Background: an optimization exercise with open tools, aiming at small area. Do not read the settings as production practice.
Function was checked by simulation only, so behaviour that the tests miss may differ from the original.

**flow/design.v**
```verilog
`timescale  1ns/10ps
module neuron2
(
    input   input1,
    input   input2,
    input   [7:0]  weight1,
    input   [7:0]  weight2,
    input   [7:0]  bias,
    output  [9:0] neuron_out
);
    wire p_1_0 = input1 & weight1[0];
    wire p_2_0 = input2 & weight2[0];
    wire bb0 = bias[0];
    wire p_1_1 = input1 & weight1[1];
    wire p_2_1 = input2 & weight2[1];
    wire bb1 = bias[1];
    wire p_1_2 = input1 & weight1[2];
    wire p_2_2 = input2 & weight2[2];
    wire bb2 = bias[2];
    wire p_1_3 = input1 & weight1[3];
    wire p_2_3 = input2 & weight2[3];
    wire bb3 = bias[3];
    wire p_1_4 = input1 & weight1[4];
    wire p_2_4 = input2 & weight2[4];
    wire bb4 = bias[4];
    wire p_1_5 = input1 & weight1[5];
    wire p_2_5 = input2 & weight2[5];
    wire bb5 = bias[5];
    wire p_1_6 = input1 & weight1[6];
    wire p_2_6 = input2 & weight2[6];
    wire bb6 = bias[6];
    wire p_1_7 = input1 & weight1[7];
    wire p_2_7 = input2 & weight2[7];
    wire bb7 = bias[7];
    wire h_s2, h_c1;
    mlp_fa uh_s2 (.a(bb0), .b(p_1_0), .c(p_2_0), .s(h_s2), .co(h_c1));
    wire h_s4, h_c3;
    mlp_fa uh_s4 (.a(bb1), .b(p_1_1), .c(p_2_1), .s(h_s4), .co(h_c3));
    wire h_s5, h_c6;
    mlp_ha uh_s5 (.a(h_c1), .b(h_s4), .s(h_s5), .co(h_c6));
    wire h_s8, h_c7;
    mlp_fa uh_s8 (.a(bb2), .b(p_1_2), .c(p_2_2), .s(h_s8), .co(h_c7));
    wire h_s10, h_c9;
    mlp_fa uh_s10 (.a(h_c3), .b(h_s8), .c(h_c6), .s(h_s10), .co(h_c9));
    wire h_s12, h_c11;
    mlp_fa uh_s12 (.a(bb3), .b(p_1_3), .c(p_2_3), .s(h_s12), .co(h_c11));
    wire h_s14, h_c13;
    mlp_fa uh_s14 (.a(h_c7), .b(h_s12), .c(h_c9), .s(h_s14), .co(h_c13));
    wire h_s16, h_c15;
    mlp_fa uh_s16 (.a(bb4), .b(p_1_4), .c(p_2_4), .s(h_s16), .co(h_c15));
    wire h_s18, h_c17;
    mlp_fa uh_s18 (.a(h_c11), .b(h_s16), .c(h_c13), .s(h_s18), .co(h_c17));
    wire h_s20, h_c19;
    mlp_fa uh_s20 (.a(bb5), .b(p_1_5), .c(p_2_5), .s(h_s20), .co(h_c19));
    wire h_s22, h_c21;
    mlp_fa uh_s22 (.a(h_c15), .b(h_s20), .c(h_c17), .s(h_s22), .co(h_c21));
    wire h_s24, h_c23;
    mlp_fa uh_s24 (.a(bb6), .b(p_1_6), .c(p_2_6), .s(h_s24), .co(h_c23));
    wire h_s26, h_c25;
    mlp_fa uh_s26 (.a(h_c19), .b(h_s24), .c(h_c21), .s(h_s26), .co(h_c25));
    wire h_s28, h_c27;
    mlp_fa uh_s28 (.a(bb7), .b(p_1_7), .c(p_2_7), .s(h_s28), .co(h_c27));
    wire h_s30, h_c29;
    mlp_fa uh_s30 (.a(h_c23), .b(h_s28), .c(h_c25), .s(h_s30), .co(h_c29));
    wire h_s31, h_c32;
    mlp_ha uh_s31 (.a(h_c27), .b(h_c29), .s(h_s31), .co(h_c32));
    assign neuron_out = {h_c32, h_s31, h_s30, h_s26, h_s22, h_s18, h_s14, h_s10, h_s5, h_s2};
endmodule
`timescale  1ns/10ps
module neuron3
(
    input   [9:0] in1,
    input   [9:0] in2,
    input   [9:0] in3,
    input   [7:0]  w1,
    input   [7:0]  w2,
    input   [7:0]  w3,
    input   [7:0]  bias,
    output  msb_out
);
    wire p1_0_0 = ~(in1[0] & w1[0]);
    wire p1_1_0 = ~(in1[1] & w1[0]);
    wire p1_2_0 = ~(in1[2] & w1[0]);
    wire p1_3_0 = ~(in1[3] & w1[0]);
    wire p1_4_0 = ~(in1[4] & w1[0]);
    wire p1_5_0 = ~(in1[5] & w1[0]);
    wire p1_6_0 = ~(in1[6] & w1[0]);
    wire p1_7_0 = ~(in1[7] & w1[0]);
    wire p1_8_0 = ~(in1[8] & w1[0]);
    wire p1_9_0 = ~(in1[9] & w1[0]);
    wire p1_0_1 = ~(in1[0] & w1[1]);
    wire p1_1_1 = ~(in1[1] & w1[1]);
    wire p1_2_1 = ~(in1[2] & w1[1]);
    wire p1_3_1 = ~(in1[3] & w1[1]);
    wire p1_4_1 = ~(in1[4] & w1[1]);
    wire p1_5_1 = ~(in1[5] & w1[1]);
    wire p1_6_1 = ~(in1[6] & w1[1]);
    wire p1_7_1 = ~(in1[7] & w1[1]);
    wire p1_8_1 = ~(in1[8] & w1[1]);
    wire p1_9_1 = ~(in1[9] & w1[1]);
    wire p1_0_2 = ~(in1[0] & w1[2]);
    wire p1_1_2 = ~(in1[1] & w1[2]);
    wire p1_2_2 = ~(in1[2] & w1[2]);
    wire p1_3_2 = ~(in1[3] & w1[2]);
    wire p1_4_2 = ~(in1[4] & w1[2]);
    wire p1_5_2 = ~(in1[5] & w1[2]);
    wire p1_6_2 = ~(in1[6] & w1[2]);
    wire p1_7_2 = ~(in1[7] & w1[2]);
    wire p1_8_2 = ~(in1[8] & w1[2]);
    wire p1_0_3 = ~(in1[0] & w1[3]);
    wire p1_1_3 = ~(in1[1] & w1[3]);
    wire p1_2_3 = ~(in1[2] & w1[3]);
    wire p1_3_3 = ~(in1[3] & w1[3]);
    wire p1_4_3 = ~(in1[4] & w1[3]);
    wire p1_5_3 = ~(in1[5] & w1[3]);
    wire p1_6_3 = ~(in1[6] & w1[3]);
    wire p1_7_3 = ~(in1[7] & w1[3]);
    wire p1_0_4 = ~(in1[0] & w1[4]);
    wire p1_1_4 = ~(in1[1] & w1[4]);
    wire p1_2_4 = ~(in1[2] & w1[4]);
    wire p1_3_4 = ~(in1[3] & w1[4]);
    wire p1_4_4 = ~(in1[4] & w1[4]);
    wire p1_5_4 = ~(in1[5] & w1[4]);
    wire p1_6_4 = ~(in1[6] & w1[4]);
    wire p1_0_5 = ~(in1[0] & w1[5]);
    wire p1_1_5 = ~(in1[1] & w1[5]);
    wire p1_2_5 = ~(in1[2] & w1[5]);
    wire p1_3_5 = ~(in1[3] & w1[5]);
    wire p1_4_5 = ~(in1[4] & w1[5]);
    wire p1_5_5 = ~(in1[5] & w1[5]);
    wire p1_0_6 = ~(in1[0] & w1[6]);
    wire p1_1_6 = ~(in1[1] & w1[6]);
    wire p1_2_6 = ~(in1[2] & w1[6]);
    wire p1_3_6 = ~(in1[3] & w1[6]);
    wire p1_4_6 = ~(in1[4] & w1[6]);
    wire p1_0_7 = ~(in1[0] & w1[7]);
    wire p1_1_7 = ~(in1[1] & w1[7]);
    wire p1_2_7 = ~(in1[2] & w1[7]);
    wire p1_3_7 = ~(in1[3] & w1[7]);
    wire p2_0_0 = ~(in2[0] & w2[0]);
    wire p2_1_0 = ~(in2[1] & w2[0]);
    wire p2_2_0 = ~(in2[2] & w2[0]);
    wire p2_3_0 = ~(in2[3] & w2[0]);
    wire p2_4_0 = ~(in2[4] & w2[0]);
    wire p2_5_0 = ~(in2[5] & w2[0]);
    wire p2_6_0 = ~(in2[6] & w2[0]);
    wire p2_7_0 = ~(in2[7] & w2[0]);
    wire p2_8_0 = ~(in2[8] & w2[0]);
    wire p2_9_0 = ~(in2[9] & w2[0]);
    wire p2_0_1 = ~(in2[0] & w2[1]);
    wire p2_1_1 = ~(in2[1] & w2[1]);
    wire p2_2_1 = ~(in2[2] & w2[1]);
    wire p2_3_1 = ~(in2[3] & w2[1]);
    wire p2_4_1 = ~(in2[4] & w2[1]);
    wire p2_5_1 = ~(in2[5] & w2[1]);
    wire p2_6_1 = ~(in2[6] & w2[1]);
    wire p2_7_1 = ~(in2[7] & w2[1]);
    wire p2_8_1 = ~(in2[8] & w2[1]);
    wire p2_9_1 = ~(in2[9] & w2[1]);
    wire p2_0_2 = ~(in2[0] & w2[2]);
    wire p2_1_2 = ~(in2[1] & w2[2]);
    wire p2_2_2 = ~(in2[2] & w2[2]);
    wire p2_3_2 = ~(in2[3] & w2[2]);
    wire p2_4_2 = ~(in2[4] & w2[2]);
    wire p2_5_2 = ~(in2[5] & w2[2]);
    wire p2_6_2 = ~(in2[6] & w2[2]);
    wire p2_7_2 = ~(in2[7] & w2[2]);
    wire p2_8_2 = ~(in2[8] & w2[2]);
    wire p2_0_3 = ~(in2[0] & w2[3]);
    wire p2_1_3 = ~(in2[1] & w2[3]);
    wire p2_2_3 = ~(in2[2] & w2[3]);
    wire p2_3_3 = ~(in2[3] & w2[3]);
    wire p2_4_3 = ~(in2[4] & w2[3]);
    wire p2_5_3 = ~(in2[5] & w2[3]);
    wire p2_6_3 = ~(in2[6] & w2[3]);
    wire p2_7_3 = ~(in2[7] & w2[3]);
    wire p2_0_4 = ~(in2[0] & w2[4]);
    wire p2_1_4 = ~(in2[1] & w2[4]);
    wire p2_2_4 = ~(in2[2] & w2[4]);
    wire p2_3_4 = ~(in2[3] & w2[4]);
    wire p2_4_4 = ~(in2[4] & w2[4]);
    wire p2_5_4 = ~(in2[5] & w2[4]);
    wire p2_6_4 = ~(in2[6] & w2[4]);
    wire p2_0_5 = ~(in2[0] & w2[5]);
    wire p2_1_5 = ~(in2[1] & w2[5]);
    wire p2_2_5 = ~(in2[2] & w2[5]);
    wire p2_3_5 = ~(in2[3] & w2[5]);
    wire p2_4_5 = ~(in2[4] & w2[5]);
    wire p2_5_5 = ~(in2[5] & w2[5]);
    wire p2_0_6 = ~(in2[0] & w2[6]);
    wire p2_1_6 = ~(in2[1] & w2[6]);
    wire p2_2_6 = ~(in2[2] & w2[6]);
    wire p2_3_6 = ~(in2[3] & w2[6]);
    wire p2_4_6 = ~(in2[4] & w2[6]);
    wire p2_0_7 = ~(in2[0] & w2[7]);
    wire p2_1_7 = ~(in2[1] & w2[7]);
    wire p2_2_7 = ~(in2[2] & w2[7]);
    wire p2_3_7 = ~(in2[3] & w2[7]);
    wire p3_0_0 = ~(in3[0] & w3[0]);
    wire p3_1_0 = ~(in3[1] & w3[0]);
    wire p3_2_0 = ~(in3[2] & w3[0]);
    wire p3_3_0 = ~(in3[3] & w3[0]);
    wire p3_4_0 = ~(in3[4] & w3[0]);
    wire p3_5_0 = ~(in3[5] & w3[0]);
    wire p3_6_0 = ~(in3[6] & w3[0]);
    wire p3_7_0 = ~(in3[7] & w3[0]);
    wire p3_8_0 = ~(in3[8] & w3[0]);
    wire p3_9_0 = ~(in3[9] & w3[0]);
    wire p3_0_1 = ~(in3[0] & w3[1]);
    wire p3_1_1 = ~(in3[1] & w3[1]);
    wire p3_2_1 = ~(in3[2] & w3[1]);
    wire p3_3_1 = ~(in3[3] & w3[1]);
    wire p3_4_1 = ~(in3[4] & w3[1]);
    wire p3_5_1 = ~(in3[5] & w3[1]);
    wire p3_6_1 = ~(in3[6] & w3[1]);
    wire p3_7_1 = ~(in3[7] & w3[1]);
    wire p3_8_1 = ~(in3[8] & w3[1]);
    wire p3_9_1 = ~(in3[9] & w3[1]);
    wire p3_0_2 = ~(in3[0] & w3[2]);
    wire p3_1_2 = ~(in3[1] & w3[2]);
    wire p3_2_2 = ~(in3[2] & w3[2]);
    wire p3_3_2 = ~(in3[3] & w3[2]);
    wire p3_4_2 = ~(in3[4] & w3[2]);
    wire p3_5_2 = ~(in3[5] & w3[2]);
    wire p3_6_2 = ~(in3[6] & w3[2]);
    wire p3_7_2 = ~(in3[7] & w3[2]);
    wire p3_8_2 = ~(in3[8] & w3[2]);
    wire p3_0_3 = ~(in3[0] & w3[3]);
    wire p3_1_3 = ~(in3[1] & w3[3]);
    wire p3_2_3 = ~(in3[2] & w3[3]);
    wire p3_3_3 = ~(in3[3] & w3[3]);
    wire p3_4_3 = ~(in3[4] & w3[3]);
    wire p3_5_3 = ~(in3[5] & w3[3]);
    wire p3_6_3 = ~(in3[6] & w3[3]);
    wire p3_7_3 = ~(in3[7] & w3[3]);
    wire p3_0_4 = ~(in3[0] & w3[4]);
    wire p3_1_4 = ~(in3[1] & w3[4]);
    wire p3_2_4 = ~(in3[2] & w3[4]);
    wire p3_3_4 = ~(in3[3] & w3[4]);
    wire p3_4_4 = ~(in3[4] & w3[4]);
    wire p3_5_4 = ~(in3[5] & w3[4]);
    wire p3_6_4 = ~(in3[6] & w3[4]);
    wire p3_0_5 = ~(in3[0] & w3[5]);
    wire p3_1_5 = ~(in3[1] & w3[5]);
    wire p3_2_5 = ~(in3[2] & w3[5]);
    wire p3_3_5 = ~(in3[3] & w3[5]);
    wire p3_4_5 = ~(in3[4] & w3[5]);
    wire p3_5_5 = ~(in3[5] & w3[5]);
    wire p3_0_6 = ~(in3[0] & w3[6]);
    wire p3_1_6 = ~(in3[1] & w3[6]);
    wire p3_2_6 = ~(in3[2] & w3[6]);
    wire p3_3_6 = ~(in3[3] & w3[6]);
    wire p3_4_6 = ~(in3[4] & w3[6]);
    wire p3_0_7 = ~(in3[0] & w3[7]);
    wire p3_1_7 = ~(in3[1] & w3[7]);
    wire p3_2_7 = ~(in3[2] & w3[7]);
    wire p3_3_7 = ~(in3[3] & w3[7]);
    wire bb0 = ~bias[0];
    wire bb1 = ~bias[1];
    wire bb2 = ~bias[2];
    wire bb3 = ~bias[3];
    wire bb4 = ~bias[4];
    wire bb5 = ~bias[5];
    wire bb6 = ~bias[6];
    wire bb7 = ~bias[7];
    wire m_s2, m_c1;
    mlp_fa um_s2 (.a(bb0), .b(p1_0_0), .c(p2_0_0), .s(m_s2), .co(m_c1));
    wire m_c3 = p3_0_0 | m_s2;
    wire m_s5, m_c4;
    mlp_fa um_s5 (.a(bb1), .b(p1_0_1), .c(p1_1_0), .s(m_s5), .co(m_c4));
    wire m_s7, m_c6;
    mlp_fa um_s7 (.a(p2_0_1), .b(p2_1_0), .c(p3_0_1), .s(m_s7), .co(m_c6));
    wire m_s9, m_c8;
    mlp_fa um_s9 (.a(p3_1_0), .b(m_c1), .c(m_s5), .s(m_s9), .co(m_c8));
    wire m_c10 = (m_s7 & m_c3) | (m_s7 & m_s9) | (m_c3 & m_s9);
    wire m_s12, m_c11;
    mlp_fa um_s12 (.a(bb2), .b(p1_0_2), .c(p1_1_1), .s(m_s12), .co(m_c11));
    wire m_s14, m_c13;
    mlp_fa um_s14 (.a(p1_2_0), .b(p2_0_2), .c(p2_1_1), .s(m_s14), .co(m_c13));
    wire m_s16, m_c15;
    mlp_fa um_s16 (.a(p2_2_0), .b(p3_0_2), .c(p3_1_1), .s(m_s16), .co(m_c15));
    wire m_s18, m_c17;
    mlp_fa um_s18 (.a(p3_2_0), .b(m_c4), .c(m_c6), .s(m_s18), .co(m_c17));
    wire m_s20, m_c19;
    mlp_fa um_s20 (.a(m_s12), .b(m_s14), .c(m_s16), .s(m_s20), .co(m_c19));
    wire m_s22, m_c21;
    mlp_fa um_s22 (.a(m_c8), .b(m_s18), .c(m_s20), .s(m_s22), .co(m_c21));
    wire m_c23 = m_c10 | m_s22;
    wire m_s25, m_c24;
    mlp_fa um_s25 (.a(bb3), .b(p1_0_3), .c(p1_1_2), .s(m_s25), .co(m_c24));
    wire m_s27, m_c26;
    mlp_fa um_s27 (.a(p1_2_1), .b(p1_3_0), .c(p2_0_3), .s(m_s27), .co(m_c26));
    wire m_s29, m_c28;
    mlp_fa um_s29 (.a(p2_1_2), .b(p2_2_1), .c(p2_3_0), .s(m_s29), .co(m_c28));
    wire m_s31, m_c30;
    mlp_fa um_s31 (.a(p3_0_3), .b(p3_1_2), .c(p3_2_1), .s(m_s31), .co(m_c30));
    wire m_s33, m_c32;
    mlp_fa um_s33 (.a(p3_3_0), .b(m_c11), .c(m_c13), .s(m_s33), .co(m_c32));
    wire m_s35, m_c34;
    mlp_fa um_s35 (.a(m_c15), .b(m_s25), .c(m_s27), .s(m_s35), .co(m_c34));
    wire m_s37, m_c36;
    mlp_fa um_s37 (.a(m_s29), .b(m_s31), .c(m_c17), .s(m_s37), .co(m_c36));
    wire m_s39, m_c38;
    mlp_fa um_s39 (.a(m_c19), .b(m_s33), .c(m_s35), .s(m_s39), .co(m_c38));
    wire m_s41, m_c40;
    mlp_fa um_s41 (.a(m_s37), .b(m_c21), .c(m_s39), .s(m_s41), .co(m_c40));
    wire m_c42 = m_c23 | m_s41;
    wire m_s44, m_c43;
    mlp_fa um_s44 (.a(bb4), .b(p1_0_4), .c(p1_1_3), .s(m_s44), .co(m_c43));
    wire m_s46, m_c45;
    mlp_fa um_s46 (.a(p1_2_2), .b(p1_3_1), .c(p1_4_0), .s(m_s46), .co(m_c45));
    wire m_s48, m_c47;
    mlp_fa um_s48 (.a(p2_0_4), .b(p2_1_3), .c(p2_2_2), .s(m_s48), .co(m_c47));
    wire m_s50, m_c49;
    mlp_fa um_s50 (.a(p2_3_1), .b(p2_4_0), .c(p3_0_4), .s(m_s50), .co(m_c49));
    wire m_s52, m_c51;
    mlp_fa um_s52 (.a(p3_1_3), .b(p3_2_2), .c(p3_3_1), .s(m_s52), .co(m_c51));
    wire m_s54, m_c53;
    mlp_fa um_s54 (.a(p3_4_0), .b(m_c24), .c(m_c26), .s(m_s54), .co(m_c53));
    wire m_s56, m_c55;
    mlp_fa um_s56 (.a(m_c28), .b(m_c30), .c(m_s44), .s(m_s56), .co(m_c55));
    wire m_s58, m_c57;
    mlp_fa um_s58 (.a(m_s46), .b(m_s48), .c(m_s50), .s(m_s58), .co(m_c57));
    wire m_s60, m_c59;
    mlp_fa um_s60 (.a(m_s52), .b(m_c32), .c(m_c34), .s(m_s60), .co(m_c59));
    wire m_s62, m_c61;
    mlp_fa um_s62 (.a(m_s54), .b(m_s56), .c(m_s58), .s(m_s62), .co(m_c61));
    wire m_s64, m_c63;
    mlp_fa um_s64 (.a(m_c36), .b(m_s60), .c(m_c38), .s(m_s64), .co(m_c63));
    wire m_s66, m_c65;
    mlp_fa um_s66 (.a(m_s62), .b(m_c40), .c(m_s64), .s(m_s66), .co(m_c65));
    wire m_c67 = m_c42 | m_s66;
    wire m_s69, m_c68;
    mlp_fa um_s69 (.a(bb5), .b(p1_0_5), .c(p1_1_4), .s(m_s69), .co(m_c68));
    wire m_s71, m_c70;
    mlp_fa um_s71 (.a(p1_2_3), .b(p1_3_2), .c(p1_4_1), .s(m_s71), .co(m_c70));
    wire m_s73, m_c72;
    mlp_fa um_s73 (.a(p1_5_0), .b(p2_0_5), .c(p2_1_4), .s(m_s73), .co(m_c72));
    wire m_s75, m_c74;
    mlp_fa um_s75 (.a(p2_2_3), .b(p2_3_2), .c(p2_4_1), .s(m_s75), .co(m_c74));
    wire m_s77, m_c76;
    mlp_fa um_s77 (.a(p2_5_0), .b(p3_0_5), .c(p3_1_4), .s(m_s77), .co(m_c76));
    wire m_s79, m_c78;
    mlp_fa um_s79 (.a(p3_2_3), .b(p3_3_2), .c(p3_4_1), .s(m_s79), .co(m_c78));
    wire m_s81, m_c80;
    mlp_fa um_s81 (.a(p3_5_0), .b(m_c43), .c(m_c45), .s(m_s81), .co(m_c80));
    wire m_s83, m_c82;
    mlp_fa um_s83 (.a(m_c47), .b(m_c49), .c(m_c51), .s(m_s83), .co(m_c82));
    wire m_s85, m_c84;
    mlp_fa um_s85 (.a(m_s69), .b(m_s71), .c(m_s73), .s(m_s85), .co(m_c84));
    wire m_s87, m_c86;
    mlp_fa um_s87 (.a(m_s75), .b(m_s77), .c(m_s79), .s(m_s87), .co(m_c86));
    wire m_s89, m_c88;
    mlp_fa um_s89 (.a(m_c53), .b(m_c55), .c(m_c57), .s(m_s89), .co(m_c88));
    wire m_s91, m_c90;
    mlp_fa um_s91 (.a(m_s81), .b(m_s83), .c(m_s85), .s(m_s91), .co(m_c90));
    wire m_s93, m_c92;
    mlp_fa um_s93 (.a(m_s87), .b(m_c59), .c(m_c61), .s(m_s93), .co(m_c92));
    wire m_s95, m_c94;
    mlp_fa um_s95 (.a(m_s89), .b(m_s91), .c(m_c63), .s(m_s95), .co(m_c94));
    wire m_s97, m_c96;
    mlp_fa um_s97 (.a(m_s93), .b(m_s95), .c(m_c65), .s(m_s97), .co(m_c96));
    wire m_c98 = m_c67 | m_s97;
    wire m_s100, m_c99;
    mlp_fa um_s100 (.a(bb6), .b(p1_0_6), .c(p1_1_5), .s(m_s100), .co(m_c99));
    wire m_s102, m_c101;
    mlp_fa um_s102 (.a(p1_2_4), .b(p1_3_3), .c(p1_4_2), .s(m_s102), .co(m_c101));
    wire m_s104, m_c103;
    mlp_fa um_s104 (.a(p1_5_1), .b(p1_6_0), .c(p2_0_6), .s(m_s104), .co(m_c103));
    wire m_s106, m_c105;
    mlp_fa um_s106 (.a(p2_1_5), .b(p2_2_4), .c(p2_3_3), .s(m_s106), .co(m_c105));
    wire m_s108, m_c107;
    mlp_fa um_s108 (.a(p2_4_2), .b(p2_5_1), .c(p2_6_0), .s(m_s108), .co(m_c107));
    wire m_s110, m_c109;
    mlp_fa um_s110 (.a(p3_0_6), .b(p3_1_5), .c(p3_2_4), .s(m_s110), .co(m_c109));
    wire m_s112, m_c111;
    mlp_fa um_s112 (.a(p3_3_3), .b(p3_4_2), .c(p3_5_1), .s(m_s112), .co(m_c111));
    wire m_s114, m_c113;
    mlp_fa um_s114 (.a(p3_6_0), .b(m_c68), .c(m_c70), .s(m_s114), .co(m_c113));
    wire m_s116, m_c115;
    mlp_fa um_s116 (.a(m_c72), .b(m_c74), .c(m_c76), .s(m_s116), .co(m_c115));
    wire m_s118, m_c117;
    mlp_fa um_s118 (.a(m_c78), .b(m_s100), .c(m_s102), .s(m_s118), .co(m_c117));
    wire m_s120, m_c119;
    mlp_fa um_s120 (.a(m_s104), .b(m_s106), .c(m_s108), .s(m_s120), .co(m_c119));
    wire m_s122, m_c121;
    mlp_fa um_s122 (.a(m_s110), .b(m_s112), .c(m_c80), .s(m_s122), .co(m_c121));
    wire m_s124, m_c123;
    mlp_fa um_s124 (.a(m_c82), .b(m_c84), .c(m_c86), .s(m_s124), .co(m_c123));
    wire m_s126, m_c125;
    mlp_fa um_s126 (.a(m_s114), .b(m_s116), .c(m_s118), .s(m_s126), .co(m_c125));
    wire m_s128, m_c127;
    mlp_fa um_s128 (.a(m_s120), .b(m_s122), .c(m_c88), .s(m_s128), .co(m_c127));
    wire m_s130, m_c129;
    mlp_fa um_s130 (.a(m_c90), .b(m_s124), .c(m_s126), .s(m_s130), .co(m_c129));
    wire m_s132, m_c131;
    mlp_fa um_s132 (.a(m_c92), .b(m_s128), .c(m_s130), .s(m_s132), .co(m_c131));
    wire m_s134, m_c133;
    mlp_fa um_s134 (.a(m_c94), .b(m_s132), .c(m_c96), .s(m_s134), .co(m_c133));
    wire m_c135 = m_c98 | m_s134;
    wire m_s137, m_c136;
    mlp_fa um_s137 (.a(bb7), .b(p1_0_7), .c(p1_1_6), .s(m_s137), .co(m_c136));
    wire m_s139, m_c138;
    mlp_fa um_s139 (.a(p1_2_5), .b(p1_3_4), .c(p1_4_3), .s(m_s139), .co(m_c138));
    wire m_s141, m_c140;
    mlp_fa um_s141 (.a(p1_5_2), .b(p1_6_1), .c(p1_7_0), .s(m_s141), .co(m_c140));
    wire m_s143, m_c142;
    mlp_fa um_s143 (.a(p2_0_7), .b(p2_1_6), .c(p2_2_5), .s(m_s143), .co(m_c142));
    wire m_s145, m_c144;
    mlp_fa um_s145 (.a(p2_3_4), .b(p2_4_3), .c(p2_5_2), .s(m_s145), .co(m_c144));
    wire m_s147, m_c146;
    mlp_fa um_s147 (.a(p2_6_1), .b(p2_7_0), .c(p3_0_7), .s(m_s147), .co(m_c146));
    wire m_s149, m_c148;
    mlp_fa um_s149 (.a(p3_1_6), .b(p3_2_5), .c(p3_3_4), .s(m_s149), .co(m_c148));
    wire m_s151, m_c150;
    mlp_fa um_s151 (.a(p3_4_3), .b(p3_5_2), .c(p3_6_1), .s(m_s151), .co(m_c150));
    wire m_s153, m_c152;
    mlp_fa um_s153 (.a(p3_7_0), .b(m_c101), .c(m_c103), .s(m_s153), .co(m_c152));
    wire m_s155, m_c154;
    mlp_fa um_s155 (.a(m_c105), .b(m_c107), .c(m_c109), .s(m_s155), .co(m_c154));
    wire m_s157, m_c156;
    mlp_fa um_s157 (.a(m_c111), .b(m_c99), .c(m_s137), .s(m_s157), .co(m_c156));
    wire m_s159, m_c158;
    mlp_fa um_s159 (.a(m_s139), .b(m_s141), .c(m_s143), .s(m_s159), .co(m_c158));
    wire m_s161, m_c160;
    mlp_fa um_s161 (.a(m_s145), .b(m_s147), .c(m_s149), .s(m_s161), .co(m_c160));
    wire m_s163, m_c162;
    mlp_fa um_s163 (.a(m_s151), .b(m_c113), .c(m_c115), .s(m_s163), .co(m_c162));
    wire m_s165, m_c164;
    mlp_fa um_s165 (.a(m_c117), .b(m_c119), .c(m_s153), .s(m_s165), .co(m_c164));
    wire m_s167, m_c166;
    mlp_fa um_s167 (.a(m_s155), .b(m_s157), .c(m_s159), .s(m_s167), .co(m_c166));
    wire m_s169, m_c168;
    mlp_fa um_s169 (.a(m_s161), .b(m_c121), .c(m_c123), .s(m_s169), .co(m_c168));
    wire m_s171, m_c170;
    mlp_fa um_s171 (.a(m_s163), .b(m_c125), .c(m_s165), .s(m_s171), .co(m_c170));
    wire m_s173, m_c172;
    mlp_fa um_s173 (.a(m_s167), .b(m_c127), .c(m_s169), .s(m_s173), .co(m_c172));
    wire m_s175, m_c174;
    mlp_fa um_s175 (.a(m_c129), .b(m_s171), .c(m_s173), .s(m_s175), .co(m_c174));
    wire m_s177, m_c176;
    mlp_fa um_s177 (.a(m_c131), .b(m_s175), .c(m_c133), .s(m_s177), .co(m_c176));
    wire m_c178 = m_c135 | m_s177;
    wire m_s180, m_c179;
    mlp_fa um_s180 (.a(p1_1_7), .b(p1_2_6), .c(p1_3_5), .s(m_s180), .co(m_c179));
    wire m_s182, m_c181;
    mlp_fa um_s182 (.a(p1_4_4), .b(p1_5_3), .c(p1_6_2), .s(m_s182), .co(m_c181));
    wire m_s184, m_c183;
    mlp_fa um_s184 (.a(p1_7_1), .b(p1_8_0), .c(p2_1_7), .s(m_s184), .co(m_c183));
    wire m_s186, m_c185;
    mlp_fa um_s186 (.a(p2_2_6), .b(p2_3_5), .c(p2_4_4), .s(m_s186), .co(m_c185));
    wire m_s188, m_c187;
    mlp_fa um_s188 (.a(p2_5_3), .b(p2_6_2), .c(p2_7_1), .s(m_s188), .co(m_c187));
    wire m_s190, m_c189;
    mlp_fa um_s190 (.a(p2_8_0), .b(p3_1_7), .c(p3_2_6), .s(m_s190), .co(m_c189));
    wire m_s192, m_c191;
    mlp_fa um_s192 (.a(p3_3_5), .b(p3_4_4), .c(p3_5_3), .s(m_s192), .co(m_c191));
    wire m_s194, m_c193;
    mlp_fa um_s194 (.a(p3_6_2), .b(p3_7_1), .c(p3_8_0), .s(m_s194), .co(m_c193));
    wire m_s196, m_c195;
    mlp_fa um_s196 (.a(m_c136), .b(m_c138), .c(m_c140), .s(m_s196), .co(m_c195));
    wire m_s198, m_c197;
    mlp_fa um_s198 (.a(m_c142), .b(m_c144), .c(m_c146), .s(m_s198), .co(m_c197));
    wire m_s200, m_c199;
    mlp_fa um_s200 (.a(m_c148), .b(m_c150), .c(m_s180), .s(m_s200), .co(m_c199));
    wire m_s202, m_c201;
    mlp_fa um_s202 (.a(m_s182), .b(m_s184), .c(m_s186), .s(m_s202), .co(m_c201));
    wire m_s204, m_c203;
    mlp_fa um_s204 (.a(m_s188), .b(m_s190), .c(m_s192), .s(m_s204), .co(m_c203));
    wire m_s206, m_c205;
    mlp_fa um_s206 (.a(m_s194), .b(m_c152), .c(m_c154), .s(m_s206), .co(m_c205));
    wire m_s208, m_c207;
    mlp_fa um_s208 (.a(m_c156), .b(m_c158), .c(m_c160), .s(m_s208), .co(m_c207));
    wire m_s210, m_c209;
    mlp_fa um_s210 (.a(m_s196), .b(m_s198), .c(m_s200), .s(m_s210), .co(m_c209));
    wire m_s212, m_c211;
    mlp_fa um_s212 (.a(m_s202), .b(m_s204), .c(m_c162), .s(m_s212), .co(m_c211));
    wire m_s214, m_c213;
    mlp_fa um_s214 (.a(m_c164), .b(m_s206), .c(m_c166), .s(m_s214), .co(m_c213));
    wire m_s216, m_c215;
    mlp_fa um_s216 (.a(m_s208), .b(m_s210), .c(m_s212), .s(m_s216), .co(m_c215));
    wire m_s218, m_c217;
    mlp_fa um_s218 (.a(m_c168), .b(m_c170), .c(m_s214), .s(m_s218), .co(m_c217));
    wire m_s220, m_c219;
    mlp_fa um_s220 (.a(m_s216), .b(m_c172), .c(m_s218), .s(m_s220), .co(m_c219));
    wire m_s222, m_c221;
    mlp_fa um_s222 (.a(m_c174), .b(m_s220), .c(m_c176), .s(m_s222), .co(m_c221));
    wire m_c223 = m_c178 | m_s222;
    wire m_s225, m_c224;
    mlp_fa um_s225 (.a(p1_2_7), .b(p1_3_6), .c(p1_4_5), .s(m_s225), .co(m_c224));
    wire m_s227, m_c226;
    mlp_fa um_s227 (.a(p1_5_4), .b(p1_6_3), .c(p1_7_2), .s(m_s227), .co(m_c226));
    wire m_s229, m_c228;
    mlp_fa um_s229 (.a(p1_8_1), .b(p1_9_0), .c(p2_2_7), .s(m_s229), .co(m_c228));
    wire m_s231, m_c230;
    mlp_fa um_s231 (.a(p2_3_6), .b(p2_4_5), .c(p2_5_4), .s(m_s231), .co(m_c230));
    wire m_s233, m_c232;
    mlp_fa um_s233 (.a(p2_6_3), .b(p2_7_2), .c(p2_8_1), .s(m_s233), .co(m_c232));
    wire m_s235, m_c234;
    mlp_fa um_s235 (.a(p2_9_0), .b(p3_2_7), .c(p3_3_6), .s(m_s235), .co(m_c234));
    wire m_s237, m_c236;
    mlp_fa um_s237 (.a(p3_4_5), .b(p3_5_4), .c(p3_6_3), .s(m_s237), .co(m_c236));
    wire m_s239, m_c238;
    mlp_fa um_s239 (.a(p3_7_2), .b(p3_8_1), .c(p3_9_0), .s(m_s239), .co(m_c238));
    wire m_s241, m_c240;
    mlp_fa um_s241 (.a(m_c179), .b(m_c181), .c(m_c183), .s(m_s241), .co(m_c240));
    wire m_s243, m_c242;
    mlp_fa um_s243 (.a(m_c185), .b(m_c187), .c(m_c189), .s(m_s243), .co(m_c242));
    wire m_s245, m_c244;
    mlp_fa um_s245 (.a(m_c191), .b(m_c193), .c(m_s225), .s(m_s245), .co(m_c244));
    wire m_s247, m_c246;
    mlp_fa um_s247 (.a(m_s227), .b(m_s229), .c(m_s231), .s(m_s247), .co(m_c246));
    wire m_s249, m_c248;
    mlp_fa um_s249 (.a(m_s233), .b(m_s235), .c(m_s237), .s(m_s249), .co(m_c248));
    wire m_s251, m_c250;
    mlp_fa um_s251 (.a(m_s239), .b(m_c195), .c(m_c197), .s(m_s251), .co(m_c250));
    wire m_s253, m_c252;
    mlp_fa um_s253 (.a(m_c199), .b(m_c201), .c(m_c203), .s(m_s253), .co(m_c252));
    wire m_s255, m_c254;
    mlp_fa um_s255 (.a(m_s241), .b(m_s243), .c(m_s245), .s(m_s255), .co(m_c254));
    wire m_s257, m_c256;
    mlp_fa um_s257 (.a(m_s247), .b(m_s249), .c(m_c205), .s(m_s257), .co(m_c256));
    wire m_s259, m_c258;
    mlp_fa um_s259 (.a(m_c207), .b(m_c209), .c(m_s251), .s(m_s259), .co(m_c258));
    wire m_s261, m_c260;
    mlp_fa um_s261 (.a(m_s253), .b(m_s255), .c(m_c211), .s(m_s261), .co(m_c260));
    wire m_s263, m_c262;
    mlp_fa um_s263 (.a(m_s257), .b(m_c213), .c(m_s259), .s(m_s263), .co(m_c262));
    wire m_s265, m_c264;
    mlp_fa um_s265 (.a(m_c215), .b(m_s261), .c(m_c217), .s(m_s265), .co(m_c264));
    wire m_s267, m_c266;
    mlp_fa um_s267 (.a(m_s263), .b(m_s265), .c(m_c219), .s(m_s267), .co(m_c266));
    wire m_c268 = (m_s267 & m_c221) | (m_s267 & m_c223) | (m_c221 & m_c223);
    wire m_x269 = p1_3_7 ^ p1_4_6;
    wire m_x270 = p1_5_5 ^ p1_6_4;
    wire m_x271 = p1_7_3 ^ p1_8_2;
    wire m_x272 = p1_9_1 ^ p2_3_7;
    wire m_x273 = p2_4_6 ^ p2_5_5;
    wire m_x274 = p2_6_4 ^ p2_7_3;
    wire m_x275 = p2_8_2 ^ p2_9_1;
    wire m_x276 = p3_3_7 ^ p3_4_6;
    wire m_x277 = p3_5_5 ^ p3_6_4;
    wire m_x278 = p3_7_3 ^ p3_8_2;
    wire m_x279 = p3_9_1 ^ m_x269;
    wire m_x280 = m_x270 ^ m_x271;
    wire m_x281 = m_x272 ^ m_x273;
    wire m_x282 = m_x274 ^ m_x275;
    wire m_x283 = m_x276 ^ m_x277;
    wire m_x284 = m_x278 ^ m_c224;
    wire m_x285 = m_c226 ^ m_c228;
    wire m_x286 = m_c230 ^ m_c232;
    wire m_x287 = m_c234 ^ m_c236;
    wire m_x288 = m_c238 ^ m_x279;
    wire m_x289 = m_x280 ^ m_x281;
    wire m_x290 = m_x282 ^ m_x283;
    wire m_x291 = m_x284 ^ m_x285;
    wire m_x292 = m_x286 ^ m_x287;
    wire m_x293 = m_x288 ^ m_x289;
    wire m_x294 = m_x290 ^ m_c240;
    wire m_x295 = m_c242 ^ m_x291;
    wire m_x296 = m_x292 ^ m_x293;
    wire m_x297 = m_c244 ^ m_c246;
    wire m_x298 = m_c248 ^ m_x294;
    wire m_x299 = m_x295 ^ m_x296;
    wire m_x300 = m_x297 ^ m_c250;
    wire m_x301 = m_x298 ^ m_x299;
    wire m_x302 = m_c252 ^ m_c254;
    wire m_x303 = m_x300 ^ m_x301;
    wire m_x304 = m_x302 ^ m_c256;
    wire m_x305 = m_x303 ^ m_c258;
    wire m_x306 = m_x304 ^ m_x305;
    wire m_x307 = m_c260 ^ m_x306;
    wire m_x308 = m_c262 ^ m_x307;
    wire m_x309 = m_c264 ^ m_x308;
    wire m_x310 = m_x309 ^ m_c266;
    wire m_x311 = m_x310 ^ m_c268;
    wire m_n312 = ~m_x311;
    assign msb_out = ~m_n312;
endmodule
module mlp_fa (input a, input b, input c, output s, output co);
    assign s  = a ^ b ^ c;
    assign co = (a & b) | (a & c) | (b & c);
endmodule
module mlp_ha (input a, input b, output s, output co);
    assign s  = a ^ b;
    assign co = a & b;
endmodule
`timescale 1ns/10ps
module  MLP (
    input clk,               
    input reset,             
    input in1,               
    input in2,               
    input signed [7:0] hidden_weight1,
    input signed [7:0] hidden_weight2,
    input signed [7:0] hidden_bias1,
    input signed [7:0] hidden_weight3,
    input signed [7:0] hidden_weight4,
    input signed [7:0] hidden_bias2  ,
    input signed [7:0] hidden_weight5,
    input signed [7:0] hidden_weight6,
    input signed [7:0] hidden_bias3  ,
    input signed [7:0] output_weight1,
    input signed [7:0] output_weight2,
    input signed [7:0] output_weight3,
    input signed [7:0] output_bias   ,
    output reg final_out     
);
    wire [9:0] h1, h2, h3;
    neuron2 hidden_neuron1(
        .input1(in1), .input2(in2),
        .weight1(hidden_weight1), .weight2(hidden_weight2), .bias(hidden_bias1),
        .neuron_out(h1)
    );
    neuron2 hidden_neuron2(
        .input1(in1), .input2(in2),
        .weight1(hidden_weight3), .weight2(hidden_weight4), .bias(hidden_bias2),
        .neuron_out(h2)
    );
    neuron2 hidden_neuron3(
        .input1(in1), .input2(in2),
        .weight1(hidden_weight5), .weight2(hidden_weight6), .bias(hidden_bias3),
        .neuron_out(h3)
    );
    reg [9:0] hid1_q1, hid1_q2, hid1_q3;    
    reg [9:0] hid2_q1, hid2_q2, hid2_q3;    
    always @(posedge clk) begin
        hid1_q1 <= h1;
        hid1_q2 <= h2;
        hid1_q3 <= h3;
        hid2_q1 <= hid1_q1;
        hid2_q2 <= hid1_q2;
        hid2_q3 <= hid1_q3;
    end
    wire msb;
    neuron3 output_neuron(
        .in1(hid2_q1), .in2(hid2_q2), .in3(hid2_q3),
        .w1(output_weight1), .w2(output_weight2), .w3(output_weight3),
        .bias(output_bias),
        .msb_out(msb)
    );
    reg msb1_q, msb2_q;
    always @(posedge clk) begin
        msb1_q <= msb;
        msb2_q <= msb1_q;
        if (reset)
            final_out <= 1'b0;
        else
            final_out <= msb2_q;
    end
endmodule
```
**flow/run.sh**
```bash
#!/bin/bash
# synth_recipe.tcl (not shown) runs the flow's synth.tcl, then flattens the netlist and writes it again
# the make line also repeats each setting of config.mk as NAME=value (left out here)
make -C /OpenROAD-flow-scripts/flow DESIGN_CONFIG=/design/flow/config.mk WORK_HOME=/design/flow/orfs CLKGATE_MAP_FILE= SYNTH_SCRIPT=/design/flow/synth_recipe.tcl finish
```
**flow/config.mk**
```make
export PLATFORM = sky130hd
export DESIGN_NAME = MLP
export DESIGN_NICKNAME = MLP
export VERILOG_FILES = /design/flow/design.v
export SDC_FILE = /design/flow/constraint.sdc
export NUM_CORES = 4
export LEC_CHECK = 0
export CAP_MARGIN = 20
export CORE_MARGIN = 2
export CORE_UTILIZATION = 40
export SLEW_MARGIN = 20
export SYNTH_HIERARCHICAL = 1
export SYNTH_MINIMUM_KEEP_SIZE = 0
```
**flow/constraint.sdc**
```tcl
create_clock -name core_clock -period 7.0 [get_ports {clk}]
set_input_delay 1.4000 -clock core_clock [delete_from_list [all_inputs] [get_ports {clk}]]
set_output_delay 1.4000 -clock core_clock [all_outputs]
set_load 0.01 [all_outputs]
```
==> results.yml, run 1 <==
floorplanning:
  die_area_um2: 17400
  rows: 46
  die_w_um: 132
  io_pins: 109
  initial_utilization_pct: 41.0
  die-height_um: 132
  core-area_um2: 15900
clock_network:
  clock_path_buffers: 2
  htree_levels: 3
  cts_buffers: 9
  cts-root-buf: "clkbuf_16"
  tritoncts: "built"
  clk_pin_slew_worst_paths_ps: 50
  insertion_delay_ps: 330
  cts_sinks: 63
global_route:
  grt_start_max_net_pins: 25
  grt_pass1_vias: 5010
  grt_usage_pct: 19.6
  grt_pass1_wl_um: 25800
  grt_overflow: 0
  antenna_found_initial: 0
setup_path:
  crit_end: "msb1_q$_DFF_P_"
  cp.arrival_ps: 6980
  cp-start-kind: "input pin"
  end_kind: "register"
  path_class: "in2reg"
  worstReg2RegStart: "hid2_q1[0]$_DFF_P_"
  cpMostUsedCell: "fa_1"
  r2r_end: "msb1_q$_DFF_P_"
  crit_start: "output_weight2[3]"
  reg2reg_depth: 14
  required_ps: 7210
  cp.depth: 15
  slowest_stage: "fa_1"
  r2r_setup_slack_ps: 1200
  crit_path_cell_trace: "clkdlybuf4s50_1 -> nand2_2 -> fa_1 -> fa_2 -> fa_1 -> fa_2 -> fa_1 -> fa_2 -> fa_1 -> fa_1 -> fa_1 -> nor4_2 -> nand4_1 -> maj3_1 -> xnor3_1"
  cpLargestDelayFamily: "adder cells"
  path_buf_inv: 1
  critical-path-max-stage-delay_ps: 570
  worstPathMaxFanout: 2
timing:
  relSlewSlack_pct: 57.3
  fmax_ghz: 0.148
  worst_pin_slew_ps: 639
  hold_viol_final: 0
  final.min_clock_period_ps: 6770
  period_share_pct: 96.7
  rsz0062_at_grt: "no"
  final-setup-viol-count: 0
  skew_ps: 6.01
  slew_violations: 0
placement:
  dp.cells: 866
  routabilityCongestion: 0.878
  place_area_um2: 7700
  dpl.hpwl_um: 14000
  port_buffers: 108
route:
  routed_via_density: 4.71
  drt-initial-drc-count: 176
  antenna_left: 0
  drc: 0
  wl_um: 15700
  dr.pass1.iters: 5
  wire_per_inst_um: 17.8
  dr_total_vias: 4144
synthesis:
  synth-xor-area-share_pct: 5.95
  syn_inst: 576
  yosysWarnings: 7
  synth_seq_cells: 63
  ys_types: 20
  synthAdderAreaFrac_pct: 53.7
  synth_top_family_by_area: "adder cells"
  synth_area_leaders: "fa_1 (52%), dfxtp_1 (19%), nand2_1 (10%)"
  synthSimpleGateAreaFrac_pct: 15.3
  synth_area_leader_cell: "fa_1"
  synth_compound_area_share_pct: 0.0957
  synth_top_area_share_pct: 52.4
  syn_avg_cell_area_um2: 11.3
  syn-cell-area_um2: 6540
  seq_area_frac_synth_pct: 19.3
  synthMuxAreaShare_pct: 0
min_path:
  hp-class: "reg2reg"
cells_and_area:
  layout.nets: 946
  drive_gt1_share_pct: 6.78
  final_cells: 880
  diodes: 0
  fin_area_um2: 8010
  syn_to_final_growth_pct: 22.5
status:
  status: "no timing/DRC/antenna violations"
job:
  drv_cap: 0
## cell usage in the layout, fill, tap and decap left out
cell type        instances
dfxtp_1                 63
clkinv_2                 1
nand2_2                  1
nor3_1                   1
nand4_1                  1
clkbuf_16                9
clkbuf_8                 2
inv_1                    8
dlymetal6s2s_1           4
ha_1                     6
xnor2_1                 32
xor2_1                   8
nand2_1                177
xnor2_2                  1
fa_2                     7
maj3_1                   1
nor2b_4                  1
buf_4                   20
fa_1                   164
clkdlybuf4s50_1        104
nor4_2                   1
o22ai_1                  1
and2_1                  48
xnor3_1                  1
clkinvlp_4               2
## Yosys cell counts, drive strengths merged
cell      n
maj3      1
fa      171
o22ai     1
xor2      8
nor2b     1
inv       8
nand4     1
xnor2    33
clkbuf   13
dfxtp    63
buf      41
nand2   178
xnor3     1
and2     48
nor3      1
ha        6
nor4      1
## logic make-up after synthesis
| group | count (synthesis) |
|---|---|
| simple gates | 230 |
| fa+ha+maj | 178 |
| flops | 63 |
| buf+inv | 62 |
| xor+xnor | 42 |
| compound gates | 1 |
## modules after synthesis, one instance, submodules excluded
module	flip-flops and latches	cell area (µm²)
neuron2	0	175
mlp_ha	0	12.5
MLP	63	1270
mlp_fa	0	20.0
neuron3	0	1240
## worst reg2reg max path, stage by stage, from the launching register on
cell,delay [ps]
dfxtp_1,540
nand2_1,140
fa_1,530
fa_1,470
fa_1,460
fa_2,360
fa_1,490
fa_2,380
fa_1,380
fa_1,390
fa_1,450
nor4_2,220
nand4_1,120
maj3_1,370
xnor3_1,370
## registers in the layout, indices dropped and copies added (netlist names)
name,cells
final_out,1
msb2_q,1
hid2_q2,10
hid2_q3,10
hid1_q2,10
hid1_q1,10
hid1_q3,10
hid2_q1,10
msb1_q,1
## stage by stage
step / setup TNS, ps / utilization [%] / worst slack, ps / hold WS (ps)
2_1_floorplan: 0 / - / 335 / 310
3_3_place_gp: -82.9 / 48.3 / -82.9 / 313
3_5_place_dp: -251 / 48.3 / -251 / 312
4_1_cts: 0 / 50.0 / 90.9 / 319
5_1_grt: 0 / 50.2 / 21.3 / 330
6_report: 0 / 50.2 / 229 / 318
## what timing repair did
item,4_1_cts,5_1_grt
endpoints found under the setup margin,0,1
hold endpoints to repair,0,0
hold buffers,0,0
setup buffers,0,0
resized for setup,0,13
## area by class of cell
class | count | area, µm²
Multi-Input combinational cell | 451 | 4930
Inverter | 8 | 30.0
Fill cell | 1449 | 7940
Sequential cell | 63 | 1260
Timing Repair Buffer | 128 | 1240
Clock buffer | 11 | 253
Tap cell | 216 | 270
Clock inverter | 3 | 20.0
## routing by layer
| layer | GRT usage [%] | up-vias | part of all wire (%) | routed length, µm |
|---|---|---|---|---|
| li1 | - | 1855 | - | - |
| met3 | 3.27 | 45 | 5.1 | 794 |
| met1 | 23.0 | 2088 | 39 | 6060 |
| met2 | 33.9 | 156 | 51 | 7910 |
| met5 | 0 | - | 0 | 0 |
| met4 | 11.4 | 0 | 5.7 | 896 |
## worst min-delay path by stage
stage                             from                  to  slack [ps]  cells after the start
floorplan           hid1_q1[0]$_DFF_P_  hid2_q1[0]$_DFF_P_         310                      0
global placement    hid1_q3[5]$_DFF_P_  hid2_q3[5]$_DFF_P_         310                      0
detailed placement  hid1_q2[7]$_DFF_P_  hid2_q2[7]$_DFF_P_         310                      0
CTS                 hid1_q1[9]$_DFF_P_  hid2_q1[9]$_DFF_P_         320                      0
global route        hid1_q2[6]$_DFF_P_  hid2_q2[6]$_DFF_P_         330                      0
finish              hid1_q1[9]$_DFF_P_  hid2_q1[9]$_DFF_P_         320                      0
==> run 2: changes to the inputs <==
==> flow/flow/run.sh (new file) <==
#!/bin/bash
# Own layout flow: the standard flow (standard.sh) with smaller port
# buffers, synthesis buffers removed at floorplan, and a leaner clock tree.
set -euo pipefail
bash standard.sh \
  'BUFFER_PORTS_ARGS=-buffer_cell sky130_fd_sc_hd__buf_1' \
  REMOVE_ABC_BUFFERS=1 \
  'CTS_ARGS=-sink_clustering_enable -sink_clustering_size 32 -sink_clustering_max_diameter 300 -repair_clock_nets -dont_use_dummy_load -buf_list sky130_fd_sc_hd__clkbuf_8' \
  finish > standard_flow.log 2>&1
==> flow/standard.sh (new file) <==
#!/bin/bash
# synth_recipe.tcl (not shown) runs the flow's synth.tcl, then flattens the netlist and writes it again
# the make line also repeats each setting of config.mk as NAME=value (left out here)
make -C /OpenROAD-flow-scripts/flow DESIGN_CONFIG=/design/flow/config.mk WORK_HOME=/design/flow/orfs CLKGATE_MAP_FILE= SYNTH_SCRIPT=/design/flow/synth_recipe.tcl "${@:-finish}"
--- a/flow/config.mk
+++ b/flow/config.mk
@@ -5,9 +5,10 @@
 export SDC_FILE = /design/flow/constraint.sdc
 export NUM_CORES = 4
 export LEC_CHECK = 0
-export CAP_MARGIN = 20
+export CAP_MARGIN = 0
 export CORE_MARGIN = 2
 export CORE_UTILIZATION = 40
-export SLEW_MARGIN = 20
+export GPL_TIMING_DRIVEN = 0
+export SLEW_MARGIN = 0
 export SYNTH_HIERARCHICAL = 1
 export SYNTH_MINIMUM_KEEP_SIZE = 0
removed: flow/run.sh
==> run 2 against run 1 <==
  * Synthesized cell count is the same
  * Critical endpoint unchanged
  * First-iteration DRC count grew 31%
  * Highest routed layer unchanged
  * Area after synthesis is the same
  * Worst setup slack lost 29 ps
  * Clock-buffer cell count shrank 2
==> results.yml, run 2 <==
status:
  status: "no timing/DRC/antenna violations"
timing:
  fmax_ghz: 0.147
  worst_pin_slew_ps: 904
  final-setup-viol-count: 0
  slew_violations: 0
  rsz0062_at_grt: "no"
  period_share_pct: 97.2
  hold_viol_final: 0
  relSlewSlack_pct: 39.7
  setup_tns_ps: 0
  final.min_clock_period_ps: 6800
  skew_ps: 12.8
synthesis:
  syn_inst: 576
  async_reset_ff_share_pct: 0
  syn_avg_cell_area_um2: 11.3
  synth_area_leaders: "fa_1 (52%), dfxtp_1 (19%), nand2_1 (10%)"
  syn-cell-area_um2: 6540
  yosysWarnings: 7
  synth_seq_cells: 63
  yosysMostFrequentCell: "nand2_1"
  synth_top_family_by_area: "adder cells"
  seq_area_frac_synth_pct: 19.3
  ys_types: 20
  synthSimpleGateAreaFrac_pct: 15.3
  synth_compound_area_share_pct: 0.0957
  synth_flop_cell: "dfxtp_1"
  synth_area_leader_cell: "fa_1"
  synth-xor-area-share_pct: 5.95
  synth_top_area_share_pct: 52.4
  synthAdderAreaFrac_pct: 53.7
  synth_common_cells: "nand2_1 (178), fa_1 (171), dfxtp_1 (63)"
  synth_edf_count: 0
  synthMuxAreaShare_pct: 0
route:
  dr.pass1.iters: 5
  top_layer: "met4"
  drc: 0
  drt-initial-drc-count: 231
  wl_um: 14100
  wire_per_inst_um: 16.4
  dr_total_vias: 4036
  antenna_left: 0
  met1_length_um: 5240
  dr_wl_met2_um: 7540
  routed_via_density: 4.72
  met3RoutedLength_um: 846
setup_path:
  path_class: "in2reg"
  cp.arrival_ps: 7030
  worstPathMaxFanout: 9
  r2r_end: "msb1_q$_DFF_P_"
  reg2reg_depth: 14
  end_kind: "register"
  r2r_setup_slack_ps: 1080
  cp-start-kind: "input pin"
  required_ps: 7230
  worstReg2RegStart: "hid2_q1[2]$_DFF_P_"
floorplanning:
  die_w_um: 132
  rows: 46
  initial_utilization_pct: 41.0
  die_area_um2: 17400
  core-area_um2: 15900
  die-height_um: 132
  io_pins: 109
clock_network:
  tritoncts: "built"
  clk_pin_slew_worst_paths_ps: 60
  clock_path_buffers: 2
  cts_buffers: 9
  htree_levels: 3
  cts-root-buf: "clkbuf_8"
  post_cts_resized: 0
  insertion_delay_ps: 350
  holdBufCountCts: 0
  postCtsSetupBuffers: 0
  cts_sinks: 63
cells_and_area:
  drive_gt1_share_pct: 3.13
  layout_commonest_cell: "nand2_1"
  layout.nets: 926
  utilization_pct: 43.9
  final_cells: 855
  diodes: 0
  syn_to_final_growth_pct: 7.20
  final_cell_mix: "nand2_1 (178), fa_1 (171), buf_1 (99), dfxtp_1 (63), and2_1 (48)"
global_route:
  grt_pass1_wl_um: 24100
  grt_start_max_net_pins: 25
  grt_pass1_vias: 4750
  grt_overflow: 0
  grt_usage_pct: 18.0
  antenna_found_initial: 0
placement:
  port_buffers: 108
  dpl.hpwl_um: 12500
  routabilityCongestion: 0.881
  dp.cells: 846
min_path:
  hold_end: "hid2_q1[0]$_DFF_P_"
  hp-class: "reg2reg"
  hold_depth: 0
  hold_start: "hid1_q1[0]$_DFF_P_"
job:
  drv_cap: 0
run 2: cells by family after synthesis:
family          count (synthesis)
xor+xnor                       42
flops                          63
buf+inv                        62
compound gates                  1
fa+ha+maj                     178
simple gates                  230
run 2: how the worst max path moves through the flow:
stage                       from  cells after the start             end
2_1_floorplan  output_weight1[3]                     14  msb1_q$_DFF_P_
4_1_cts        output_weight1[0]                     15  msb1_q$_DFF_P_
3_3_place_gp   output_weight1[0]                     15  msb1_q$_DFF_P_
3_5_place_dp   output_weight1[0]                     15  msb1_q$_DFF_P_
5_1_grt        output_weight2[2]                     15  msb1_q$_DFF_P_
6_report       output_weight2[2]                     15  msb1_q$_DFF_P_
run 2: stage by stage:
stage          hold WS [ps]  cell area (µm²)  setup WS (ps)
2_1_floorplan           310             6190            640
3_3_place_gp            312             6870           -299
3_5_place_dp            312             6870           -281
4_1_cts                 325             6990           83.6
5_1_grt                 331             7010           27.1
6_report                322             7010            199
run 2: critical path, cell delays in order:
cell and delay (ps):
buf_1 350, nand2_1 150, fa_1 510, fa_1 440, fa_1 500, fa_1 420, fa_1 420, fa_1 390
fa_1 380, fa_1 380, fa_1 480, nor4_1 190, nand4_1 180, maj3_1 440, xnor3_1 390
run 2: final cells by class:
class,count,area (µm²)
well taps,216,270
fillers,1557,8940
inverters,8,30.0
repair buffers,108,417
multi-input cells,451,4900
flip-flops and latches,63,1260
clock buffers,9,124
run 2: Yosys stat by module, one instance, submodules excluded:
module / cell area, µm² / copies in the design / cells / flip-flops and latches
MLP: 1270 / 1 / 64 / 63
mlp_fa: 20.0 / 171 / 1 / 0
mlp_ha: 12.5 / 6 / 1 / 0
neuron2: 175 / 3 / 26 / 0
neuron3: 1240 / 1 / 257 / 0
run 2: metal layers:
layer	vias up	global-route usage [%]
met4	0	6.16
met3	27	3.38
met1	2048	21.3
met5	-	0
met2	153	32.7
li1	1808	-
==> run 3: changes to the inputs <==
==> flow/flow/run.sh (replaced) <==
#!/bin/bash
# Own layout flow: the standard flow (standard.sh) with smaller port
# buffers, synthesis buffers removed at floorplan, and a leaner clock tree.
set -euo pipefail
bash standard.sh \
  'BUFFER_PORTS_ARGS=-buffer_cell sky130_fd_sc_hd__buf_1' \
  REMOVE_ABC_BUFFERS=1 \
  'CTS_ARGS=-sink_clustering_enable -repair_clock_nets -dont_use_dummy_load -buf_list sky130_fd_sc_hd__clkbuf_4' \
  finish > standard_flow.log 2>&1
==> flow/config.mk (replaced) <==
export PLATFORM = sky130hd
export DESIGN_NAME = MLP
export DESIGN_NICKNAME = MLP
export VERILOG_FILES = /design/flow/design.v
export SDC_FILE = /design/flow/constraint.sdc
export NUM_CORES = 4
export LEC_CHECK = 0
export CAP_MARGIN = 20
export CORE_MARGIN = 2
export CORE_UTILIZATION = 40
export SLEW_MARGIN = 20
export SYNTH_HIERARCHICAL = 1
export SYNTH_MINIMUM_KEEP_SIZE = 0
==> run 3 against run 2 <==
  * Hold slack worse by 9.2 ps
  * Still clean on timing, DRC and antenna
  * Global-route usage is 1.3 points higher
  * Worst setup slack better by 320 ps
  * Non-clock buffer count is 15 higher
  * Sequential share of layout area is 0.12 points lower
  * Critical path type unchanged
  * Critical path depth stayed put
  * Area after synthesis stayed put
  * Final area is 0.66% higher
  * Fmax is 4.9% higher
==> results.yml, run 3 <==
clock_network:
  htree_levels: 3
  cts_buffers: 9
  holdBufCountCts: 0
  clk_pin_slew_worst_paths_ps: 90
  cts_sinks: 63
  cts-root-buf: "clkbuf_4"
  clock_path_buffers: 2
  tritoncts: "built"
  post_cts_resized: 0
  insertion_delay_ps: 430
  postCtsSetupBuffers: 0
min_path:
  hold_end: "hid2_q2[0]$_DFF_P_"
  hold_depth: 0
  hp-class: "reg2reg"
  hold_start: "hid1_q2[0]$_DFF_P_"
setup_path:
  slowest_stage: "fa_1"
  r2r_setup_slack_ps: 1140
  cp-start-kind: "input pin"
  end_kind: "register"
  path_class: "in2reg"
  worstReg2RegStart: "hid2_q1[2]$_DFF_P_"
  cp.arrival_ps: 6780
  critical-path-max-stage-delay_ps: 500
  required_ps: 7300
  cpLargestDelayFamily: "adder cells"
  worstPathMaxFanout: 5
  path_buf_inv: 1
  crit_path_cell_trace: "buf_1 -> nand2_1 -> fa_1 -> fa_1 -> fa_1 -> fa_1 -> fa_1 -> fa_1 -> fa_1 -> fa_1 -> fa_1 -> nor4_1 -> nand4_1 -> maj3_1 -> xnor3_1"
  r2r_end: "msb1_q$_DFF_P_"
  cpMostUsedCell: "fa_1"
  reg2reg_depth: 14
cells_and_area:
  diodes: 0
  syn_to_final_growth_pct: 7.91
  drive_gt1_share_pct: 4.13
  final_cell_mix: "nand2_1 (178), fa_1 (171), buf_1 (107), dfxtp_1 (63), and2_1 (48)"
  register_area_um2: 1260
  layout.nets: 941
  fillCellCount: 1584
  layout_commonest_cell: "nand2_1"
  multi_input_area_um2: 4900
route:
  dr_total_vias: 4113
  routed_via_density: 4.73
  wire_per_inst_um: 17.6
  dr.pass1.iters: 6
  drt-initial-drc-count: 247
  antenna_left: 0
  drc: 0
  wl_um: 15300
floorplanning:
  die-height_um: 132
  core-area_um2: 15900
  die_area_um2: 17400
  io_pins: 109
  initial_utilization_pct: 41.0
  rows: 46
  die_w_um: 132
timing:
  period_share_pct: 92.6
  slew_violations: 0
  worst_pin_slew_ps: 1000
  final-setup-viol-count: 0
  hold_viol_final: 0
  relSlewSlack_pct: 33.3
  setup_tns_ps: 0
  skew_ps: 27.2
  fmax_ghz: 0.154
  fin_hold_ws_ps: 313
  final.min_clock_period_ps: 6480
  rsz0062_at_grt: "no"
synthesis:
  syn_inst: 576
  yosysWarnings: 7
  ys_types: 20
  synth_top_area_share_pct: 52.4
  synth_flop_cell: "dfxtp_1"
  syn-cell-area_um2: 6540
  seq_area_frac_synth_pct: 19.3
  yosysMostFrequentCell: "nand2_1"
  synth_common_cells: "nand2_1 (178), fa_1 (171), dfxtp_1 (63)"
  synth_edf_count: 0
  syn_avg_cell_area_um2: 11.3
  async_reset_ff_share_pct: 0
  synth_area_leader_cell: "fa_1"
  synth_seq_cells: 63
  synth_area_leaders: "fa_1 (52%), dfxtp_1 (19%), nand2_1 (10%)"
placement:
  port_buffers: 108
  dpl.hpwl_um: 13600
  routabilityCongestion: 0.919
job:
  drv_cap: 0
global_route:
  grt_start_max_net_pins: 25
  grt_usage_pct: 19.2
  grt_pass1_vias: 4794
  antenna_found_initial: 0
  grt_overflow: 0
  grt_pass1_wl_um: 25200
status:
  status: "no timing/DRC/antenna violations"
## run 3: cell counts after synthesis
Identical to the previous run, type by type.
## run 3: worst register-to-register path: stages (launching register included)
cell and delay (ps):
dfxtp_1 530, nand2_1 190, fa_1 530, fa_1 420
fa_1 480, fa_1 430, fa_1 470, fa_1 420
fa_1 400, fa_1 390, fa_1 440, nor4_1 180
nand4_1 130, maj3_1 370, xnor3_1 370
## run 3: cells by family after synthesis
logic type | after synthesis | synth area share [%]
simple gates | 230 | 15.3
fa+ha+maj | 178 | 53.7
buf+inv | 62 | 5.67
xor+xnor | 42 | 5.95
compound gates | 1 | 0.0958
flops | 63 | 19.3
## run 3: metrics by stage
stage,area [µm²],worst slack [ps],std cells,utilization [%]
floorplan,6190,640,522,-
global placement,6980,234,861,43.8
detailed placement,6980,87.3,861,43.8
CTS,7050,534,870,44.2
global route,7050,307,870,44.2
finish,7050,517,870,44.2
## run 3: per-module statistics from Yosys, one instance, submodules excluded
module	cells inside	cell area, µm²	flops+latches
neuron3	257	1240	0
mlp_fa	1	20.0	0
MLP	64	1270	63
neuron2	26	175	0
mlp_ha	1	12.5	0
## run 3: layer usage
metal  global-route usage [%]  up-vias  wire length [µm]
li1                         -     1840                 -
met4                     6.70        0               514
met5                        0        -                 0
met3                     3.88       24               880
met1                     24.0     2094              5990
met2                     33.4      155              7900
## run 3: worst max-delay path by stage
stage	startpoint	end	slack (ps)	cells after the start
5_1_grt	output_weight1[0]	msb1_q$_DFF_P_	310	15
4_1_cts	output_weight1[0]	msb1_q$_DFF_P_	530	15
3_3_place_gp	output_weight1[0]	msb1_q$_DFF_P_	230	15
3_5_place_dp	output_weight1[0]	msb1_q$_DFF_P_	90	15
6_report	output_weight1[0]	msb1_q$_DFF_P_	520	15
2_1_floorplan	output_weight1[3]	msb1_q$_DFF_P_	640	14
## run 3: final cells by class
type / instances / area share, %
repair buffers: 123 / 7.36
multi-input cells: 451 / 69.5
flip-flops and latches: 63 / 17.9
inverters: 8 / 0.426
well taps: 216 / 3.83
clock buffers: 9 / 0.958

-- port drivers added, routing unchanged --
The flow's constraints put no driver on any port. The routed layouts listed below were extracted and timed again, unchanged, in two steps.
Step 1 assumes that a clkbuf_16 drives the clock port and a buf_2 every other input.
Step 2, shift: input delay + t, output delay - t, t = (earliest + latest rising clock arrival at the registers) / 2. This alone moves slack from input paths to output paths.
Three values: ideal, step 1, step 2; two values: the first two.
run | t, ns | setup slack, ns | pins driven straight from the clock port
run 1 | 0.365 | 0.229 / 0.239 / -0.126 | 1
run 2 | 0.372 | 0.199 / 0.193 / -0.180 | 1
run 3 | 0.444 | 0.517 / 0.507 / 0.063 | 1
With both steps, setup timing fails in run 1 and run 2, where it was met with ideal ports. For run 3, which loses most, drivers alone change the setup slack by -0.010 ns; drivers and shift together by -0.454 ns.
